What follows belongs to an exercise in optimizing a design on an open flow for small area, a short achievable clock period and few clock cycles per item; a production flow would make more cautious choices.
At most, simulation tests tie the RTL to the original design; equivalence was not proved.
Power is estimated from default activity; no workload was simulated.

==> inputs of branch willow <==
==> flow/design.v <==
module rr_pick #(parameter n = 4) (
  input [n-1:0] req,
  input [n-1:0] prio,
  output logic [n-1:0] gnt
);
  integer k, d, j;
  logic path, clear;
  always_comb begin
    for (k = 0; k < n; k = k + 1) begin
      path = 1'b0;
      for (d = 0; d < n; d = d + 1) begin
        clear = prio[(k + n - d) % n];
        for (j = 1; j <= d; j = j + 1)
          clear = clear & ~req[(k + n - j) % n];
        path = path | clear;
      end
      gnt[k] = req[k] & path;
    end
  end
endmodule
module out_fifo #(parameter bits = 32) (
  input clk,
  input rst,
  input [bits-1:0] d0, d1, d2, d3,   
  input [3:0] sel,             
  input push,                  
  input pop,
  output [bits-1:0] dout,
  output reg pndng,
  output can_push_nxt          
);
  reg [bits-1:0] hd;           
  reg [bits-1:0] r [6:0];
  reg [2:0] dl [6:0];          
  reg [6:0] v;                 
  reg [6:0] h;                 
  reg [2:0] sc;                
  integer k, m;
  wire [bits-1:0] win = (d0 & {bits{sel[0]}}) | (d1 & {bits{sel[1]}}) |
                        (d2 & {bits{sel[2]}}) | (d3 & {bits{sel[3]}});
  wire do_pop = pop & pndng;
  wire adv = ~pndng | do_pop;            
  wire ring_any = |v;
  wire from_ring = adv & ring_any;
  wire to_ring = push;
  logic [bits-1:0] rd;
  always_comb begin
    rd = {bits{1'b0}};
    for (k = 0; k < 7; k = k + 1)
      rd = rd | (r[k] & {bits{h[k]}});
  end
  assign dout = hd;
  logic [6:0] nxt;
  always_comb
    for (k = 0; k < 7; k = k + 1) begin
      nxt[k] = 1'b0;
      for (m = 1; m < 7; m = m + 1)
        nxt[k] = nxt[k] | ((dl[k] == m) & h[(k + m) % 7]);
      nxt[k] = nxt[k] & v[k];
    end
  wire [6:0] vp = v & ~(h & {7{from_ring}});
  wire new_old = to_ring & ~(|vp);
  assign can_push_nxt = ~vp[5];
  always @(posedge clk) begin
    if (from_ring) hd <= rd;
    r[0] <= to_ring ? win : r[6];
    dl[0] <= to_ring ? sc : dl[6];
    for (k = 1; k < 7; k = k + 1) begin
      r[k] <= r[k-1];
      dl[k] <= dl[k-1];
    end
    if (new_old) h <= 7'd1;
    else if (from_ring) h <= {nxt[5:0], nxt[6]};
    else h <= {h[5:0], h[6]};
  end
  always @(posedge clk or posedge rst) begin
    if (rst) begin
      v <= 7'd0;
      sc <= 3'd0;
      pndng <= 1'b0;
    end else begin
      v <= {vp[5:0], to_ring | vp[6]};
      sc <= to_ring ? 3'd1 : ((sc == 3'd6) ? 3'd0 : sc + 3'd1);
      pndng <= (pndng & ~do_pop) | ring_any;
    end
  end
endmodule
module router_bus_gnrtr #(parameter pck_sz = 40, parameter num_ntrfs=4, parameter broadcast = {8{1'b1}}, parameter fifo_depth=8,parameter id_c = 2,parameter id_r = 2,parameter columns= 4, parameter rows = 4)(
  input clk,
  input reset,
  input [num_ntrfs*pck_sz-1:0] data_out_i_in,
  input [num_ntrfs-1:0] pndng_i_in,
  input [num_ntrfs-1:0] pop,
  output [num_ntrfs-1:0] popin,
  output [num_ntrfs-1:0] pndng,
  output [num_ntrfs*pck_sz-1:0] data_out
);
  localparam pb = pck_sz - 8;     
  reg [pb-1:0] sd [0:3];    
  reg [3:0] sq [0:3];       
  reg [3:0] gr [0:3];       
  reg [3:0] psh;            
  reg [3:0] nacc;           
  reg [3:0] sld;            
  reg [3:0] lv;             
  reg [3:0] prio [0:3];     
  logic [3:0] take;
  logic [3:0] sq_n [0:3];
  logic [3:0] req_n [0:3];   
  logic [3:0] gr_n [0:3];
  logic [3:0] room_n;        
  genvar i, o;
  generate
    for (i = 0; i < 4; i = i + 1) begin : _in_
      wire [3:0] r = data_out_i_in[i*pck_sz + pb - 1 -: 4];
      wire [3:0] c = data_out_i_in[i*pck_sz + pb - 5 -: 4];
      wire m = data_out_i_in[i*pck_sz + pb - 9];
      wire rlt = r < id_r, rgt = r > id_r, clt = c < id_c, cgt = c > id_c;
      wire [3:0] fd;    
      assign fd[0] = m ? rlt : (!clt & !cgt & rlt);
      assign fd[2] = m ? rgt : (!clt & !cgt & rgt);
      assign fd[3] = m ? (!rlt & !rgt & clt) : clt;
      assign fd[1] = m ? (!rlt & !rgt & cgt) : cgt;
      assign take[i] = pndng_i_in[i] & ~nacc[i];
      assign popin[i] = take[i];
      always_comb begin
        if (take[i]) sq_n[i] = fd;
        else if (lv[i]) sq_n[i] = 4'd0;
        else sq_n[i] = sq[i];
      end
      always @(posedge clk)
        if (sld[i]) sd[i] <= data_out_i_in[i*pck_sz +: pb];
      wire lv_n = gr_n[0][i] | gr_n[1][i] | gr_n[2][i] | gr_n[3][i];
      always @(posedge clk or posedge reset)
        if (reset) begin
          sq[i] <= 4'd0;
          nacc[i] <= 1'b0;
          sld[i] <= 1'b1;
          lv[i] <= 1'b0;
        end else begin
          sq[i] <= sq_n[i];
          nacc[i] <= (sq_n[i] != 4'd0) & ~lv_n;
          sld[i] <= (sq_n[i] == 4'd0) | lv_n;
          lv[i] <= lv_n;
        end
    end
    for (o = 0; o < 4; o = o + 1) begin : _out_
      wire can_push_nxt;
      assign room_n[o] = can_push_nxt;
      always_comb begin
        for (int j = 0; j < 4; j = j + 1)
          req_n[o][j] = sq_n[j][o] & room_n[o];
      end
      rr_pick #(.n(4)) arb (.req(req_n[o]), .prio(prio[o]), .gnt(gr_n[o]));
      always @(posedge clk or posedge reset)
        if (reset) begin
          gr[o] <= 4'd0;
          psh[o] <= 1'b0;
          prio[o] <= 4'd1;
        end else begin
          gr[o] <= gr_n[o];
          psh[o] <= |gr_n[o];
          if (|gr_n[o]) prio[o] <= {gr_n[o][2:0], gr_n[o][3]};
        end
      if (o == 0) begin : _o0_
        logic [pb-4:0] dq;
        out_fifo #(.bits(pb-3)) fifo_out (
          .clk(clk), .rst(reset),  .can_push_nxt(can_push_nxt),
          .d0({sd[0][pb-4], sd[0][pb-5:0]}), .d1({sd[1][pb-4], sd[1][pb-5:0]}),
          .d2({sd[2][pb-4], sd[2][pb-5:0]}), .d3({sd[3][pb-4], sd[3][pb-5:0]}), .sel(gr[o]), .push(psh[o]), .pop(pop[o]),
          .dout(dq), .pndng(pndng[o])
        );
        assign data_out[o*pck_sz +: pb] = {3'b000, dq};
      end else if (o == 3) begin : _o3_
        logic [pb-4:0] dq;
        out_fifo #(.bits(pb-3)) fifo_out (
          .clk(clk), .rst(reset),  .can_push_nxt(can_push_nxt),
          .d0({sd[0][pb-1 -: 4], sd[0][pb-8:0]}), .d1({sd[1][pb-1 -: 4], sd[1][pb-8:0]}),
          .d2({sd[2][pb-1 -: 4], sd[2][pb-8:0]}), .d3({sd[3][pb-1 -: 4], sd[3][pb-8:0]}), .sel(gr[o]), .push(psh[o]), .pop(pop[o]),
          .dout(dq), .pndng(pndng[o])
        );
        assign data_out[o*pck_sz +: pb] = {dq[pb-4 -: 4], 3'b000, dq[pb-8:0]};
      end else begin : _o12_
        out_fifo #(.bits(pb)) fifo_out (
          .clk(clk), .rst(reset),  .can_push_nxt(can_push_nxt),
          .d0(sd[0]), .d1(sd[1]), .d2(sd[2]), .d3(sd[3]), .sel(gr[o]), .push(psh[o]), .pop(pop[o]),
          .dout(data_out[o*pck_sz +: pb]), .pndng(pndng[o])
        );
      end
      assign data_out[o*pck_sz + pb +: 8] = 8'(o);
    end
  endgenerate
endmodule
==> flow/flow/run.sh <==
#!/bin/bash
set -euo pipefail
export BUFFER_PORTS_ARGS="-buffer_cell sky130_fd_sc_hd__buf_2"
bash standard.sh > flow_make.log 2>&1
==> flow/standard.sh <==
#!/bin/bash
# synth_recipe.tcl (not shown) runs the flow's synth.tcl, then flattens the netlist and writes it again
# the make line also repeats each setting of config.mk as NAME=value (left out here)
make -C /OpenROAD-flow-scripts/flow DESIGN_CONFIG=/design/flow/config.mk WORK_HOME=/design/flow/orfs CLKGATE_MAP_FILE= SYNTH_SCRIPT=/design/flow/synth_recipe.tcl "${@:-finish}"
==> flow/config.mk <==
export PLATFORM = sky130hd
export DESIGN_NAME = router_bus_gnrtr
export DESIGN_NICKNAME = router_bus_gnrtr
export VERILOG_FILES = /design/flow/design.v
export SDC_FILE = /design/flow/constraint.sdc
export NUM_CORES = 4
export LEC_CHECK = 0
export CAP_MARGIN = 20
export CORE_MARGIN = 2
export CORE_UTILIZATION = 45
export CTS_CLUSTER_DIAMETER = 80
export CTS_CLUSTER_SIZE = 20
export SETUP_SLACK_MARGIN = 2.65
export SLEW_MARGIN = 20
==> flow/constraint.sdc <==
create_clock -name core_clock -period 5.0 [get_ports {clk}]
set_input_delay 1.0000 -clock core_clock [delete_from_list [all_inputs] [get_ports {clk}]]
set_output_delay 1.0000 -clock core_clock [all_outputs]
set_load 0.01 [all_outputs]
==> branch xenon (differences from branch willow) <==
==> flow/design.v, changed modules only <==
module route_dest #(parameter id_r = 2, parameter id_c = 2) (
  input [3:0] r,
  input [3:0] c,
  input m,
  output [3:0] d
);
  wire rlt = r < id_r, rgt = r > id_r, clt = c < id_c, cgt = c > id_c;
  assign d[0] = m ? rlt : (!clt & !cgt & rlt);
  assign d[2] = m ? rgt : (!clt & !cgt & rgt);
  assign d[3] = m ? (!rlt & !rgt & clt) : clt;
  assign d[1] = m ? (!rlt & !rgt & cgt) : cgt;
endmodule
module out_fifo #(parameter bits = 32) (
  input clk,
  input rst,
  input [bits-1:0] d0, d1, d2, d3,   
  input [3:0] wr,              
  input pop,
  output [bits-1:0] dout,
  output reg pndng,
  output [3:0] free_nxt        
);
  reg [bits-1:0] hd;           
  reg [bits-1:0] r [6:0];
  reg [2:0] dl [6:0];          
  reg [6:0] v;                 
  reg [6:0] h;                 
  reg [6:0] tl;                
  integer k, m;
  wire do_pop = pop & pndng;
  wire adv = ~pndng | do_pop;            
  wire ring_any = |v;
  wire from_ring = adv & ring_any;
  logic [bits-1:0] rd;
  always_comb begin
    rd = {bits{1'b0}};
    for (k = 0; k < 7; k = k + 1)
      rd = rd | (r[k] & {bits{h[k]}});
  end
  assign dout = hd;
  logic [6:0] nxt;
  always_comb
    for (k = 0; k < 7; k = k + 1) begin
      nxt[k] = 1'b0;
      for (m = 1; m < 7; m = m + 1)
        nxt[k] = nxt[k] | ((dl[k] == m) & h[(k + m) % 7]);
      nxt[k] = nxt[k] & v[k];
    end
  function automatic [2:0] dist_tail(input [6:0] t, input integer p);
    integer q;
    begin
      dist_tail = 3'd0;
      for (q = 0; q < 7; q = q + 1)
        if (t[q]) dist_tail = dist_tail | 3'((q + 1 - p + 14) % 7);
    end
  endfunction
  logic [2:0] dn [0:3];
  always_comb begin
    dn[0] = dist_tail(tl, 0);
    dn[1] = wr[0] ? 3'd5 : dist_tail(tl, 2);
    dn[2] = wr[1] ? 3'd5 : (wr[0] ? 3'd3 : dist_tail(tl, 4));
    dn[3] = wr[2] ? 3'd5 : (wr[1] ? 3'd3 : (wr[0] ? 3'd1 : dist_tail(tl, 6)));
  end
  wire [6:0] vp = v & ~(h & {7{from_ring}});
  wire any_wr = |wr;
  wire new_old = any_wr & ~(|vp);
  wire [6:0] wpos = {wr[3], 1'b0, wr[2], 1'b0, wr[1], 1'b0, wr[0]};
  wire [6:0] first = wr[0] ? 7'd1 : wr[1] ? 7'd4 : wr[2] ? 7'd16 : 7'd64;
  wire [6:0] last = wr[3] ? 7'd64 : wr[2] ? 7'd16 : wr[1] ? 7'd4 : 7'd1;
  wire [6:0] v_n = {vp[5:0], vp[6]} | wpos;
  assign free_nxt = {~v_n[5], ~v_n[3], ~v_n[1], ~v_n[6]};
  always @(posedge clk) begin
    if (from_ring) hd <= rd;
    r[0] <= wr[0] ? d0 : r[6];
    r[2] <= wr[1] ? d1 : r[1];
    r[4] <= wr[2] ? d2 : r[3];
    r[6] <= wr[3] ? d3 : r[5];
    r[1] <= r[0];
    r[3] <= r[2];
    r[5] <= r[4];
    dl[0] <= wr[0] ? dn[0] : dl[6];
    dl[2] <= wr[1] ? dn[1] : dl[1];
    dl[4] <= wr[2] ? dn[2] : dl[3];
    dl[6] <= wr[3] ? dn[3] : dl[5];
    dl[1] <= dl[0];
    dl[3] <= dl[2];
    dl[5] <= dl[4];
    if (new_old) h <= first;
    else if (from_ring) h <= {nxt[5:0], nxt[6]};
    else h <= {h[5:0], h[6]};
    if (any_wr) tl <= last;
    else tl <= {tl[5:0], tl[6]};
  end
  always @(posedge clk or posedge rst) begin
    if (rst) begin
      v <= 7'd0;
      pndng <= 1'b0;
    end else begin
      v <= v_n;
      pndng <= (pndng & ~do_pop) | ring_any;
    end
  end
endmodule
module router_bus_gnrtr #(parameter pck_sz = 40, parameter num_ntrfs=4, parameter broadcast = {8{1'b1}}, parameter fifo_depth=8,parameter id_c = 2,parameter id_r = 2,parameter columns= 4, parameter rows = 4)(
  input clk,
  input reset,
  input [num_ntrfs*pck_sz-1:0] data_out_i_in,
  input [num_ntrfs-1:0] pndng_i_in,
  input [num_ntrfs-1:0] pop,
  output [num_ntrfs-1:0] popin,
  output [num_ntrfs-1:0] pndng,
  output [num_ntrfs*pck_sz-1:0] data_out
);
  localparam pb = pck_sz - 8;     
  reg [pb-1:0] sd [0:3];    
  reg [3:0] go;             
  reg [3:0] nacc;           
  reg [3:0] sld;            
  logic [3:0] take;
  logic [3:0] sq_n [0:3];
  logic [3:0] sdst [0:3];    
  logic [3:0] fr [0:3];      
  logic [3:0] wr [0:3];      
  logic [3:0] go_n;
  genvar i, o;
  generate
    for (i = 0; i < 4; i = i + 1) begin : _in_
      wire [3:0] fd;    
      wire [3:0] sdd;   
      assign sdst[i] = sdd;
      route_dest #(.id_r(id_r), .id_c(id_c)) rt_in (
        .r(data_out_i_in[i*pck_sz + pb - 1 -: 4]), .c(data_out_i_in[i*pck_sz + pb - 5 -: 4]),
        .m(data_out_i_in[i*pck_sz + pb - 9]), .d(fd)
      );
      route_dest #(.id_r(id_r), .id_c(id_c)) rt_st (
        .r(sd[i][pb-1 -: 4]), .c(sd[i][pb-5 -: 4]), .m(sd[i][pb-9]), .d(sdd)
      );
      assign take[i] = pndng_i_in[i] & ~nacc[i];
      assign popin[i] = take[i];
      always_comb begin
        if (nacc[i]) sq_n[i] = sdd;
        else if (take[i]) sq_n[i] = fd;
        else sq_n[i] = 4'd0;
      end
      always @(posedge clk)
        if (sld[i]) sd[i] <= data_out_i_in[i*pck_sz +: pb];
      assign go_n[i] = (sq_n[i][0] & fr[0][i]) | (sq_n[i][1] & fr[1][i]) |
                       (sq_n[i][2] & fr[2][i]) | (sq_n[i][3] & fr[3][i]);
      always @(posedge clk or posedge reset)
        if (reset) begin
          go[i] <= 1'b0;
          nacc[i] <= 1'b0;
          sld[i] <= 1'b1;
        end else begin
          go[i] <= go_n[i];
          nacc[i] <= (sq_n[i] != 4'd0) & ~go_n[i];
          sld[i] <= (sq_n[i] == 4'd0) | go_n[i];
        end
    end
    for (o = 0; o < 4; o = o + 1) begin : _out_
      always_comb
        for (int j = 0; j < 4; j = j + 1)
          wr[o][j] = go[j] & sdst[j][o];
      if (o == 0) begin : _o0_
        logic [pb-4:0] dq;
        out_fifo #(.bits(pb-3)) fifo_out (
          .clk(clk), .rst(reset),  .free_nxt(fr[o]),
          .d0({sd[0][pb-4], sd[0][pb-5:0]}), .d1({sd[1][pb-4], sd[1][pb-5:0]}),
          .d2({sd[2][pb-4], sd[2][pb-5:0]}), .d3({sd[3][pb-4], sd[3][pb-5:0]}), .wr(wr[o]), .pop(pop[o]),
          .dout(dq), .pndng(pndng[o])
        );
        assign data_out[o*pck_sz +: pb] = {3'b000, dq};
      end else if (o == 3) begin : _o3_
        logic [pb-4:0] dq;
        out_fifo #(.bits(pb-3)) fifo_out (
          .clk(clk), .rst(reset),  .free_nxt(fr[o]),
          .d0({sd[0][pb-1 -: 4], sd[0][pb-8:0]}), .d1({sd[1][pb-1 -: 4], sd[1][pb-8:0]}),
          .d2({sd[2][pb-1 -: 4], sd[2][pb-8:0]}), .d3({sd[3][pb-1 -: 4], sd[3][pb-8:0]}), .wr(wr[o]), .pop(pop[o]),
          .dout(dq), .pndng(pndng[o])
        );
        assign data_out[o*pck_sz +: pb] = {dq[pb-4 -: 4], 3'b000, dq[pb-8:0]};
      end else begin : _o12_
        out_fifo #(.bits(pb)) fifo_out (
          .clk(clk), .rst(reset),  .free_nxt(fr[o]),
          .d0(sd[0]), .d1(sd[1]), .d2(sd[2]), .d3(sd[3]), .wr(wr[o]), .pop(pop[o]),
          .dout(data_out[o*pck_sz +: pb]), .pndng(pndng[o])
        );
      end
      assign data_out[o*pck_sz + pb +: 8] = 8'(o);
    end
  endgenerate
endmodule
Settings changed: CTS_CLUSTER_DIAMETER 80 to 100, CTS_CLUSTER_SIZE 20 to 30.
==> branch raven (differences from branch willow) <==
==> flow/design.v, changed modules only <==
module out_fifo #(parameter bits = 32) (
  input clk,
  input rst,
  input [2:0] ctr,
  input [6:0] ct1h,            
  input [bits-1:0] d0, d1, d2, d3,   
  input [3:0] sel,             
  input push,                  
  input pop,
  output [bits-1:0] dout,
  output reg pndng,
  output can_push_nxt          
);
  reg [bits-1:0] hd;           
  reg [bits-1:0] r [6:0];
  reg [6:0] v;                 
  reg [6:0] h;                 
  reg [2:0] oq [6:0];          
  reg [2:0] ow, orp;           
  reg [6:0] nph;               
  reg [2:0] cnt;               
  integer k;
  function automatic [2:0] inc7(input [2:0] x);
    inc7 = (x == 3'd6) ? 3'd0 : x + 3'd1;
  endfunction
  wire [bits-1:0] win = (d0 & {bits{sel[0]}}) | (d1 & {bits{sel[1]}}) |
                        (d2 & {bits{sel[2]}}) | (d3 & {bits{sel[3]}});
  wire do_pop = pop & pndng;
  wire adv = ~pndng | do_pop;            
  wire ring_any = (cnt != 3'd0);
  wire from_ring = adv & ring_any;
  wire to_ring = push;
  logic [bits-1:0] rd;
  always_comb begin
    rd = {bits{1'b0}};
    for (k = 0; k < 7; k = k + 1)
      rd = rd | (r[k] & {bits{h[k]}});
  end
  assign dout = hd;
  always @(posedge clk) begin
    if (from_ring) hd <= rd;
    r[0] <= to_ring ? win : r[6];
    for (k = 1; k < 7; k = k + 1) r[k] <= r[k-1];
  end
  logic [6:0] nxt_pos;
  integer c;
  always_comb
    for (k = 0; k < 7; k = k + 1) begin
      nxt_pos[k] = 1'b0;
      for (c = 0; c < 7; c = c + 1)
        nxt_pos[k] = nxt_pos[k] | (ct1h[c] & nph[(c + 7 - k) % 7]);
    end
  wire [2:0] orp2 = inc7(inc7(orp));
  always @(posedge clk)
    if (to_ring) oq[ow] <= ctr;
  wire new_old = to_ring & ((cnt == 3'd0) | ((cnt == 3'd1) & from_ring));
  wire [6:0] vp = v & ~(h & {7{from_ring}});
  assign can_push_nxt = ~vp[5];
  always @(posedge clk) begin
    if (new_old) h <= 7'd1;
    else if (from_ring) h <= nxt_pos;
    else h <= {h[5:0], h[6]};
    if (from_ring) nph <= (cnt >= 3'd3) ? 7'd1 << oq[orp2] : ct1h;
    else if (cnt < 3'd2) nph <= ct1h;
  end
  always @(posedge clk or posedge rst) begin
    if (rst) begin
      v <= 7'd0;
      ow <= 3'd0;
      orp <= 3'd0;
      cnt <= 3'd0;
      pndng <= 1'b0;
    end else begin
      v <= {vp[5:0], to_ring | vp[6]};
      if (to_ring) ow <= inc7(ow);
      if (from_ring) orp <= inc7(orp);
      cnt <= cnt + {2'd0, to_ring} - {2'd0, from_ring};
      pndng <= (pndng & ~do_pop) | ring_any;
    end
  end
endmodule
module router_bus_gnrtr #(parameter pck_sz = 40, parameter num_ntrfs=4, parameter broadcast = {8{1'b1}}, parameter fifo_depth=8,parameter id_c = 2,parameter id_r = 2,parameter columns= 4, parameter rows = 4)(
  input clk,
  input reset,
  input [num_ntrfs*pck_sz-1:0] data_out_i_in,
  input [num_ntrfs-1:0] pndng_i_in,
  input [num_ntrfs-1:0] pop,
  output [num_ntrfs-1:0] popin,
  output [num_ntrfs-1:0] pndng,
  output [num_ntrfs*pck_sz-1:0] data_out
);
  localparam pb = pck_sz - 8;     
  reg [pb-1:0] sd [0:3];    
  reg [3:0] sq [0:3];       
  reg [3:0] gr [0:3];       
  reg [3:0] psh;            
  reg [3:0] nacc;           
  reg [3:0] sld;            
  reg [3:0] lv;             
  reg [3:0] prio [0:3];     
  reg [2:0] ctr;            
  reg [6:0] ct1h;           
  logic [3:0] take;
  logic [3:0] sq_n [0:3];
  logic [3:0] req_n [0:3];   
  logic [3:0] gr_n [0:3];
  logic [3:0] room_n;        
  always @(posedge clk or posedge reset)
    if (reset) begin
      ctr <= 3'd0;
      ct1h <= 7'd1;
    end else begin
      ctr <= (ctr == 3'd6) ? 3'd0 : ctr + 3'd1;
      ct1h <= {ct1h[5:0], ct1h[6]};
    end
  genvar i, o;
  generate
    for (i = 0; i < 4; i = i + 1) begin : _in_
      wire [3:0] r = data_out_i_in[i*pck_sz + pb - 1 -: 4];
      wire [3:0] c = data_out_i_in[i*pck_sz + pb - 5 -: 4];
      wire m = data_out_i_in[i*pck_sz + pb - 9];
      wire rlt = r < id_r, rgt = r > id_r, clt = c < id_c, cgt = c > id_c;
      wire [3:0] fd;    
      assign fd[0] = m ? rlt : (!clt & !cgt & rlt);
      assign fd[2] = m ? rgt : (!clt & !cgt & rgt);
      assign fd[3] = m ? (!rlt & !rgt & clt) : clt;
      assign fd[1] = m ? (!rlt & !rgt & cgt) : cgt;
      assign take[i] = pndng_i_in[i] & ~nacc[i];
      assign popin[i] = take[i];
      always_comb begin
        if (take[i]) sq_n[i] = fd;
        else if (lv[i]) sq_n[i] = 4'd0;
        else sq_n[i] = sq[i];
      end
      always @(posedge clk)
        if (sld[i]) sd[i] <= data_out_i_in[i*pck_sz +: pb];
      wire lv_n = gr_n[0][i] | gr_n[1][i] | gr_n[2][i] | gr_n[3][i];
      always @(posedge clk or posedge reset)
        if (reset) begin
          sq[i] <= 4'd0;
          nacc[i] <= 1'b0;
          sld[i] <= 1'b1;
          lv[i] <= 1'b0;
        end else begin
          sq[i] <= sq_n[i];
          nacc[i] <= (sq_n[i] != 4'd0) & ~lv_n;
          sld[i] <= (sq_n[i] == 4'd0) | lv_n;
          lv[i] <= lv_n;
        end
    end
    for (o = 0; o < 4; o = o + 1) begin : _out_
      wire can_push_nxt;
      assign room_n[o] = can_push_nxt;
      always_comb begin
        for (int j = 0; j < 4; j = j + 1)
          req_n[o][j] = sq_n[j][o] & room_n[o];
      end
      rr_pick #(.n(4)) arb (.req(req_n[o]), .prio(prio[o]), .gnt(gr_n[o]));
      always @(posedge clk or posedge reset)
        if (reset) begin
          gr[o] <= 4'd0;
          psh[o] <= 1'b0;
          prio[o] <= 4'd1;
        end else begin
          gr[o] <= gr_n[o];
          psh[o] <= |gr_n[o];
          if (|gr_n[o]) prio[o] <= {gr_n[o][2:0], gr_n[o][3]};
        end
      if (o == 0) begin : _o0_
        logic [pb-4:0] dq;
        out_fifo #(.bits(pb-3)) fifo_out (
          .clk(clk), .rst(reset), .ctr(ctr), .ct1h(ct1h), .can_push_nxt(can_push_nxt),
          .d0({sd[0][pb-4], sd[0][pb-5:0]}), .d1({sd[1][pb-4], sd[1][pb-5:0]}),
          .d2({sd[2][pb-4], sd[2][pb-5:0]}), .d3({sd[3][pb-4], sd[3][pb-5:0]}), .sel(gr[o]), .push(psh[o]), .pop(pop[o]),
          .dout(dq), .pndng(pndng[o])
        );
        assign data_out[o*pck_sz +: pb] = {3'b000, dq};
      end else if (o == 3) begin : _o3_
        logic [pb-4:0] dq;
        out_fifo #(.bits(pb-3)) fifo_out (
          .clk(clk), .rst(reset), .ctr(ctr), .ct1h(ct1h), .can_push_nxt(can_push_nxt),
          .d0({sd[0][pb-1 -: 4], sd[0][pb-8:0]}), .d1({sd[1][pb-1 -: 4], sd[1][pb-8:0]}),
          .d2({sd[2][pb-1 -: 4], sd[2][pb-8:0]}), .d3({sd[3][pb-1 -: 4], sd[3][pb-8:0]}), .sel(gr[o]), .push(psh[o]), .pop(pop[o]),
          .dout(dq), .pndng(pndng[o])
        );
        assign data_out[o*pck_sz +: pb] = {dq[pb-4 -: 4], 3'b000, dq[pb-8:0]};
      end else begin : _o12_
        out_fifo #(.bits(pb)) fifo_out (
          .clk(clk), .rst(reset), .ctr(ctr), .ct1h(ct1h), .can_push_nxt(can_push_nxt),
          .d0(sd[0]), .d1(sd[1]), .d2(sd[2]), .d3(sd[3]), .sel(gr[o]), .push(psh[o]), .pop(pop[o]),
          .dout(data_out[o*pck_sz +: pb]), .pndng(pndng[o])
        );
      end
      assign data_out[o*pck_sz + pb +: 8] = 8'(o);
    end
  endgenerate
endmodule
==> summary of the runs <==
The lowest clock-buffer cell count belongs to branch xenon, the highest to branch raven.
Sequential share of layout area, highest first: branch willow, branch raven, branch xenon.
Global-route usage: branch raven < branch willow < branch xenon.
Branch xenon produced a clean layout. Branch raven produced a clean layout. Branch willow completed without violations.
Against branch raven, the sequential power of branch xenon is smaller by about 3%.
Testbench counts of branch xenon, summed over its fixed seeds: cycles 1,697, packets 4,800.
Function not checked in branch willow and branch raven: the RTL went through the layout flow alone.

-- separate check: timing with driven ports --
Ports are ideal in the flow. The routed layouts listed here were re-timed in OpenROAD. Step 1 (the two cells are an assumption about what drives the block):
set clk [get_ports {clk}]
set_driving_cell -lib_cell sky130_fd_sc_hd__clkbuf_16 $clk
set_driving_cell -lib_cell sky130_fd_sc_hd__buf_2 [delete_from_list [all_inputs] $clk]
Step 2 adds t to the input delays and takes it off the output delays; t is the mean of the earliest and latest rising clock arrival at the registers after step 1. Input paths then give back, and output paths get back, about the clock's delay inside the block. Slacks: ideal ports / drivers / drivers and shift; pairs: ideal ports / drivers.
run	t, ns	setup WS [ns]	pins driven straight from the clock port
branch willow	0.722	2.329 / 2.363 / 1.641	1
branch xenon	0.722	2.550 / 2.482 / 1.995	1
branch raven	0.740	2.362 / 2.407 / 1.666	1
After both steps setup and hold are still met in every run listed. The setup slack of branch raven, which loses most, moves by +0.045 ns with the drivers and by -0.696 ns with both steps.
